Background: an optimization exercise with open tools, aiming at small area, a short achievable clock period and few clock cycles. Do not read the settings as production practice. Only simulation tests tie the RTL to the original design; equivalence was not proved. The flow treats the clock pin as an ideal source. Dropping or thinning the clock tree relies on that and would not hold on a real chip. No activity file was given, so power comes from the tool's default toggle rates.

## job 8948
// lcd_ctrl
module lcd_ctrl(clk, reset, datain, cmd, cmd_valid, dataout, output_valid, busy);
Settings: LEC_CHECK=0, ABC_CLOCK_PERIOD_IN_PS=2000, CAP_MARGIN=20, CORE_MARGIN=2, CORE_UTILIZATION=60, CTS_CLUSTER_DIAMETER=100, CTS_CLUSTER_SIZE=30, SETUP_SLACK_MARGIN=2.82, SLEW_MARGIN=20; clock period 4.5 ns.
standard.sh (not shown) runs the stock make flow with config.mk's settings and CLKGATE_MAP_FILE= SYNTH_SCRIPT=/design/flow/synth_recipe.tcl, a recipe that flattens the netlist after the stock synthesis.
==> flow/flow/run.sh <==
#!/bin/bash
# The standard layout (the standard.sh: standard synthesis, floorplan,
# placement, CTS, routing), with these changes:
#  - port buffers are buf_2 cells instead of the default delay-buffer choice;
#  - CTS clusters sinks 30 at a time within 100 um and adds no dummy loads;
#  - after CTS, the middle level of the clock tree is removed and the root
#    buffer is split in three, each driving a third of the leaf clock
#    buffers from the middle of them (flatten_clock.tcl).
# Each tool's output goes to its own log in this folder.
set -euo pipefail
export BUFFER_PORTS_ARGS="-buffer_cell sky130_fd_sc_hd__buf_2"
export CTS_ARGS="-sink_clustering_enable -repair_clock_nets -sink_clustering_size 30 -sink_clustering_max_diameter 100 -dont_use_dummy_load"
bash standard.sh cts > standard_cts.log 2>&1
CTS_ODB=$PWD/orfs/results/sky130hd/lcd_ctrl/base/4_cts.odb \
  openroad -no_init -exit flow/flatten_clock.tcl > flatten_clock.log 2>&1
bash standard.sh > standard.log 2>&1
==> flow/flow/flatten_clock.tcl <==
# Reshape the clock tree that CTS built, keeping every register at the same
# depth (port -> root buffer -> leaf buffer -> register):
#  1. every clock buffer that is driven by the root clock buffer (the one the
#     clock port drives) and drives only clock buffers is taken out, and its
#     loads are driven by the root buffer directly;
#  2. the root buffer's loads are split in three groups by their direction
#     from the middle of them, two more root buffers (same cell) drive two of
#     the groups, and each root buffer is moved to the middle of its group;
#     the clock port then drives the three root buffers.  Detailed placement
#     legalizes the moved and added cells.
read_db $::env(CTS_ODB)
set block [ord::get_db_block]
proc is_clkbuf {inst} {
  return [string match "sky130_fd_sc_hd__clkbuf_*" [[$inst getMaster] getName]]
}

# 1. remove the middle level
set removed 0
foreach inst [$block getInsts] {
  if {![is_clkbuf $inst]} { continue }
  set a [$inst findITerm A]
  set x [$inst findITerm X]
  set in [$a getNet]
  set out [$x getNet]
  if {$in == "NULL" || $out == "NULL"} { continue }
  set drv ""
  foreach it [$in getITerms] {
    if {[$it isOutputSignal]} { set drv [$it getInst] }
  }
  if {$drv == "" || ![is_clkbuf $drv]} { continue }
  set dnet [[$drv findITerm A] getNet]
  if {$dnet == "NULL" || [llength [$dnet getBTerms]] == 0} { continue }
  set ok 1
  foreach it [$out getITerms] {
    if {$it != $x && ![is_clkbuf [$it getInst]]} { set ok 0 }
  }
  if {!$ok} { continue }
  puts "bypass [$inst getName]: loads of [$out getName] move to [$in getName]"
  foreach it [$out getITerms] {
    if {$it != $x} {
      $it disconnect
      $it connect $in
    }
  }
  $a disconnect
  $x disconnect
  odb::dbInst_destroy $inst
  odb::dbNet_destroy $out
  incr removed
}
puts "removed $removed clock buffers"

# 2. split the root
set nroots 3
set root ""
foreach inst [$block getInsts] {
  if {![is_clkbuf $inst]} { continue }
  set n [[$inst findITerm A] getNet]
  if {$n != "NULL" && [llength [$n getBTerms]] > 0} { set root $inst }
}
if {$root == ""} { error "no root clock buffer found" }
set rx [$root findITerm X]
set rnet [$rx getNet]
set pnet [[$root findITerm A] getNet]
set loads {}
foreach it [$rnet getITerms] {
  if {$it != $rx} {
    set b [[$it getInst] getBBox]
    lappend loads [list [expr {([$b xMin] + [$b xMax]) / 2}] [expr {([$b yMin] + [$b yMax]) / 2}] $it]
  }
}
set n [llength $loads]
puts "root [$root getName] drives $n loads"
if {$n >= 2 * $nroots} {
  set cx 0
  set cy 0
  foreach e $loads {
    incr cx [lindex $e 0]
    incr cy [lindex $e 1]
  }
  set cx [expr {$cx / $n}]
  set cy [expr {$cy / $n}]
  set byangle {}
  foreach e $loads {
    lappend byangle [list [expr {atan2([lindex $e 1] - $cy, [lindex $e 0] - $cx)}] $e]
  }
  set byangle [lsort -real -index 0 $byangle]
  set roots [list $root]
  for {set k 1} {$k < $nroots} {incr k} {
    set nb [odb::dbInst_create $block [$root getMaster] clkbuf_0_${k}_clk]
    set nn [odb::dbNet_create $block clknet_0_${k}_clk]
    $nn setSigType CLOCK
    [$nb findITerm A] connect $pnet
    [$nb findITerm X] connect $nn
    lappend roots $nb
  }
  for {set k 0} {$k < $nroots} {incr k} {
    set lo [expr {$k * $n / $nroots}]
    set hi [expr {($k + 1) * $n / $nroots - 1}]
    set r [lindex $roots $k]
    set net [[$r findITerm X] getNet]
    set sx 0
    set sy 0
    set c 0
    foreach a [lrange $byangle $lo $hi] {
      set e [lindex $a 1]
      incr sx [lindex $e 0]
      incr sy [lindex $e 1]
      incr c
      if {$k > 0} {
        set it [lindex $e 2]
        $it disconnect
        $it connect $net
      }
    }
    set m [$r getMaster]
    set x [expr {$sx / $c - [$m getWidth] / 2}]
    set y [expr {$sy / $c - [$m getHeight] / 2}]
    $r setLocation $x $y
    $r setPlacementStatus PLACED
    puts "[$r getName] drives $c loads from ($x, $y)"
  }
  detailed_placement
  check_placement -verbose
}
write_db $::env(CTS_ODB)
Job 8948 ended with every stage complete and zero timing, DRC or antenna violations.
Testbench counts of job 8948, summed over its fixed seeds: cycles 148,377.
Changes in job 5352 relative to job 8948:
Settings: a change of SETUP_SLACK_MARGIN from 2.82 to 2.84.
diff --git a/flow/flow/run.sh b/flow/flow/run.sh
--- a/flow/flow/run.sh
+++ b/flow/flow/run.sh
@@ -5,5 +5,5 @@
 #  - CTS clusters sinks 30 at a time within 100 um and adds no dummy loads;
 #  - after CTS, the middle level of the clock tree is removed and the root
-#    buffer is split in three, each driving a third of the leaf clock
+#    buffer is split in four, each driving a quarter of the leaf clock
 #    buffers from the middle of them (flatten_clock.tcl).
 # Each tool's output goes to its own log in this folder.
diff --git a/flow/flow/flatten_clock.tcl b/flow/flow/flatten_clock.tcl
--- a/flow/flow/flatten_clock.tcl
+++ b/flow/flow/flatten_clock.tcl
@@ -4,8 +4,8 @@
 #     clock port drives) and drives only clock buffers is taken out, and its
 #     loads are driven by the root buffer directly;
-#  2. the root buffer's loads are split in three groups by their direction
-#     from the middle of them, two more root buffers (same cell) drive two of
+#  2. the root buffer's loads are split in four groups by their direction
+#     from the middle of them, three more root buffers (same cell) drive three of
 #     the groups, and each root buffer is moved to the middle of its group;
-#     the clock port then drives the three root buffers.  Detailed placement
+#     the clock port then drives the four root buffers.  Detailed placement
 #     legalizes the moved and added cells.
 read_db $::env(CTS_ODB)
@@ -52,5 +52,5 @@
 
 # 2. split the root
-set nroots 3
+set nroots 4
 set root ""
 foreach inst [$block getInsts] {
==> run notes <==
- Job 5352 finished end to end and its layout was clean on timing, DRC and antenna.
- The clock latency at the later pin of the worst-skew pair of job 5352 is lower than that of job 8948.
- The sequential cell area was comparable across job 5352 and job 8948.
- Job 8948 → job 5352: multi-input logic portion of the cell area saw little to no change, post-route clock period utilization saw a decrease, reported net switching power saw an increase, post-layout instance count excluding filler cells saw an increase, portion of total power attributed to combinational logic saw an increase.
- When job 5352 is set beside job 8948, its core utilization turns out to be 0.57 points larger.
- There was hardly any difference in power consumed by the clock network between job 8948 and job 5352.
- Between job 5352 and job 8948, it is job 5352 whose maximum frequency is higher, by about 0.6%.
- The global-route layer with the greatest usage comes out met1 in one run and met2 in the other, namely in job 8948 and job 5352 respectively.
Input-level comparison between job 5408 and job 5352:
Settings: a change of SETUP_SLACK_MARGIN from 2.84 to 2.72.
diff --git a/flow/flow/run.sh b/flow/flow/run.sh
--- a/flow/flow/run.sh
+++ b/flow/flow/run.sh
@@ -5,5 +5,5 @@
 #  - CTS clusters sinks 30 at a time within 100 um and adds no dummy loads;
 #  - after CTS, the middle level of the clock tree is removed and the root
-#    buffer is split in four, each driving a quarter of the leaf clock
+#    buffer is split in three, each driving a third of the leaf clock
 #    buffers from the middle of them (flatten_clock.tcl).
 # Each tool's output goes to its own log in this folder.
diff --git a/flow/flow/flatten_clock.tcl b/flow/flow/flatten_clock.tcl
--- a/flow/flow/flatten_clock.tcl
+++ b/flow/flow/flatten_clock.tcl
@@ -4,8 +4,8 @@
 #     clock port drives) and drives only clock buffers is taken out, and its
 #     loads are driven by the root buffer directly;
-#  2. the root buffer's loads are split in four groups by their direction
-#     from the middle of them, three more root buffers (same cell) drive three of
+#  2. the root buffer's loads are split in three groups by their direction
+#     from the middle of them, two more root buffers (same cell) drive two of
 #     the groups, and each root buffer is moved to the middle of its group;
-#     the clock port then drives the four root buffers.  Detailed placement
+#     the clock port then drives the three root buffers.  Detailed placement
 #     legalizes the moved and added cells.
 read_db $::env(CTS_ODB)
@@ -52,5 +52,5 @@
 
 # 2. split the root
-set nroots 4
+set nroots 3
 set root ""
 foreach inst [$block getInsts] {
- Lower internal portion of total power goes to job 5408 over job 5352.
- Job 5352 -> job 5408: routed wire length decreased by a few percent
- Per the comparison of job 5408 with job 5352, post-detailed-route wirelength per cell lost about 2.4%; final setup violation count neither gained nor lost much; setup TNS neither gained nor lost much; global-route usage lost 0.31 points; fraction of area in clock buffers and inverters neither gained nor lost much.
- The met3 layer wire length in the routed design of job 5408 exceeds that of job 5352 by 29%.

========
06-20:
Another version of the RTL of lcd_ctrl (not shown whole).
For scale: ~600 cells after synthesis, ~330 flip-flops, ~24 I/O pins, roughly 0.0084 mm2 of cells after synthesis.
clock: 4.5 ns
lec_check: 0
abc_clock_period_in_ps: 2000
cap_margin: 20
core_margin: 2
core_utilization: 70
cts_cluster_diameter: 100
cts_cluster_size: 30
setup_slack_margin: 2.7
slew_margin: 20
==> flow/flow/run.sh <==
#!/bin/bash
# The standard layout (the standard.sh: standard synthesis, floorplan,
# placement, CTS, routing), with these changes:
#  - port buffers are buf_2 cells instead of the default delay-buffer choice;
#  - CTS clusters sinks 30 at a time within 100 um and adds no dummy loads;
#  - after CTS, the middle level of the clock tree is removed, so the root
#    clock buffer drives the leaf clock buffers directly (flatten_clock.tcl).
# Each tool's output goes to its own log in this folder.
set -euo pipefail
export BUFFER_PORTS_ARGS="-buffer_cell sky130_fd_sc_hd__buf_2"
export CTS_ARGS="-sink_clustering_enable -repair_clock_nets -sink_clustering_size 30 -sink_clustering_max_diameter 100 -dont_use_dummy_load"
bash standard.sh cts > standard_cts.log 2>&1
CTS_ODB=$PWD/orfs/results/sky130hd/lcd_ctrl/base/4_cts.odb \
  openroad -no_init -exit flow/flatten_clock.tcl > flatten_clock.log 2>&1
bash standard.sh > standard.log 2>&1
==> flow/flow/flatten_clock.tcl <==
# Remove the middle level of the clock tree that CTS built: every clock
# buffer that is driven by the root clock buffer (the one the clock port
# drives) and drives only clock buffers is taken out, and its loads are
# driven by the root buffer directly.  All registers stay at the same depth
# (port -> root buffer -> leaf buffer -> register), so the tree stays
# balanced; it only gets one stage shorter.
read_db $::env(CTS_ODB)
set block [ord::get_db_block]
proc is_clkbuf {inst} {
  return [string match "sky130_fd_sc_hd__clkbuf_*" [[$inst getMaster] getName]]
}
set removed 0
foreach inst [$block getInsts] {
  if {![is_clkbuf $inst]} { continue }
  set a [$inst findITerm A]
  set x [$inst findITerm X]
  set in [$a getNet]
  set out [$x getNet]
  if {$in == "NULL" || $out == "NULL"} { continue }
  set drv ""
  foreach it [$in getITerms] {
    if {[$it isOutputSignal]} { set drv [$it getInst] }
  }
  if {$drv == "" || ![is_clkbuf $drv]} { continue }
  set dnet [[$drv findITerm A] getNet]
  if {$dnet == "NULL" || [llength [$dnet getBTerms]] == 0} { continue }
  set ok 1
  foreach it [$out getITerms] {
    if {$it != $x && ![is_clkbuf [$it getInst]]} { set ok 0 }
  }
  if {!$ok} { continue }
  puts "bypass [$inst getName]: loads of [$out getName] move to [$in getName]"
  foreach it [$out getITerms] {
    if {$it != $x} {
      $it disconnect
      $it connect $in
    }
  }
  $a disconnect
  $x disconnect
  odb::dbInst_destroy $inst
  odb::dbNet_destroy $out
  incr removed
}
puts "removed $removed clock buffers"
write_db $::env(CTS_ODB)
Both conditions hold for 06-20: the flow ran to the end and the final layout passed the timing, DRC and antenna checks.
Testbench counts of 06-20, summed over its fixed seeds: cycles 148,377.
What 11-23 does differently from 06-20 at the input level:
# 06-20
export LEC_CHECK = 0
export ABC_CLOCK_PERIOD_IN_PS = 2000
export CAP_MARGIN = 20
export CORE_MARGIN = 2
export CORE_UTILIZATION = 70
export CTS_CLUSTER_DIAMETER = 100
export CTS_CLUSTER_SIZE = 30
export SETUP_SLACK_MARGIN = 2.7
export SLEW_MARGIN = 20
create_clock -name core_clock -period 4.5 [get_ports {clk}]
# 11-23
export LEC_CHECK = 0
export ABC_CLOCK_PERIOD_IN_PS = 2000
export CAP_MARGIN = 20
export CORE_MARGIN = 2
export CORE_UTILIZATION = 60
export CTS_CLUSTER_DIAMETER = 100
export CTS_CLUSTER_SIZE = 30
export SETUP_SLACK_MARGIN = 2.7
export SLEW_MARGIN = 20
create_clock -name core_clock -period 4.5 [get_ports {clk}]
## What came out
- Having completed the whole flow, 11-23 delivered a layout that passed the timing, DRC and antenna checks.
- Summary: with 06-20 as the reference, wire length on met1 in 11-23 moved up by a few percent.
- 11-23: met3 wire length higher than 06-20
- Compared with 06-20, 11-23 shows a starting density of the core that is 9.8 points lower.
- Going from 06-20 to 11-23, sum of net half-perimeters after detailed placement grows by 430 um.
- Per the comparison of 11-23 with 06-20, final cell count without fillers increased 27, number of ordinary and repair buffers in the finished layout decreased by 6 relative to the old numbers.
- Timing startpoint of the critical path = ra[0]$_DFF_P_: 06-20; timing startpoint of the critical path = busy$_DFF_PP0_: 11-23

-- static timing again, ports no longer ideal --
The flow's constraints put no driver on any port. The routed layouts listed below were extracted and timed again, unchanged, in two steps.
Step 1: set_driving_cell puts a clkbuf_16 on clk and a buf_2 on each other input, an assumption about the parent block.
Step 2, shift: input delay + t, output delay - t, t = (earliest + latest rising clock arrival at the registers) / 2. This alone moves slack from input paths to output paths.
a / b / c = ideal / step 1 / step 2; a / b = the first two.
run | t, ns | setup WS [ns] | worst setup path at the end | worst register clock-pin slew, ns
job 8948 | 0.386 | 2.784 / 2.713 / 2.593 | input to register | 0.11 / 0.11
job 5352 | 0.379 | 2.793 / 2.707 / 2.586 | input to register | 0.11 / 0.11
job 5408 | 0.379 | 2.769 / 2.731 / 2.490 | input to register | 0.10 / 0.10
06-20 | 0.456 | 2.657 / 2.628 / 2.454 | input to register | 0.11 / 0.11
11-23 | 0.454 | 2.669 / 2.628 / 2.445 | input to register | 0.11 / 0.11
After both steps every run listed still meets setup and hold. For job 5408, which loses most, drivers alone change the setup slack by -0.038 ns; drivers and shift together by -0.279 ns.
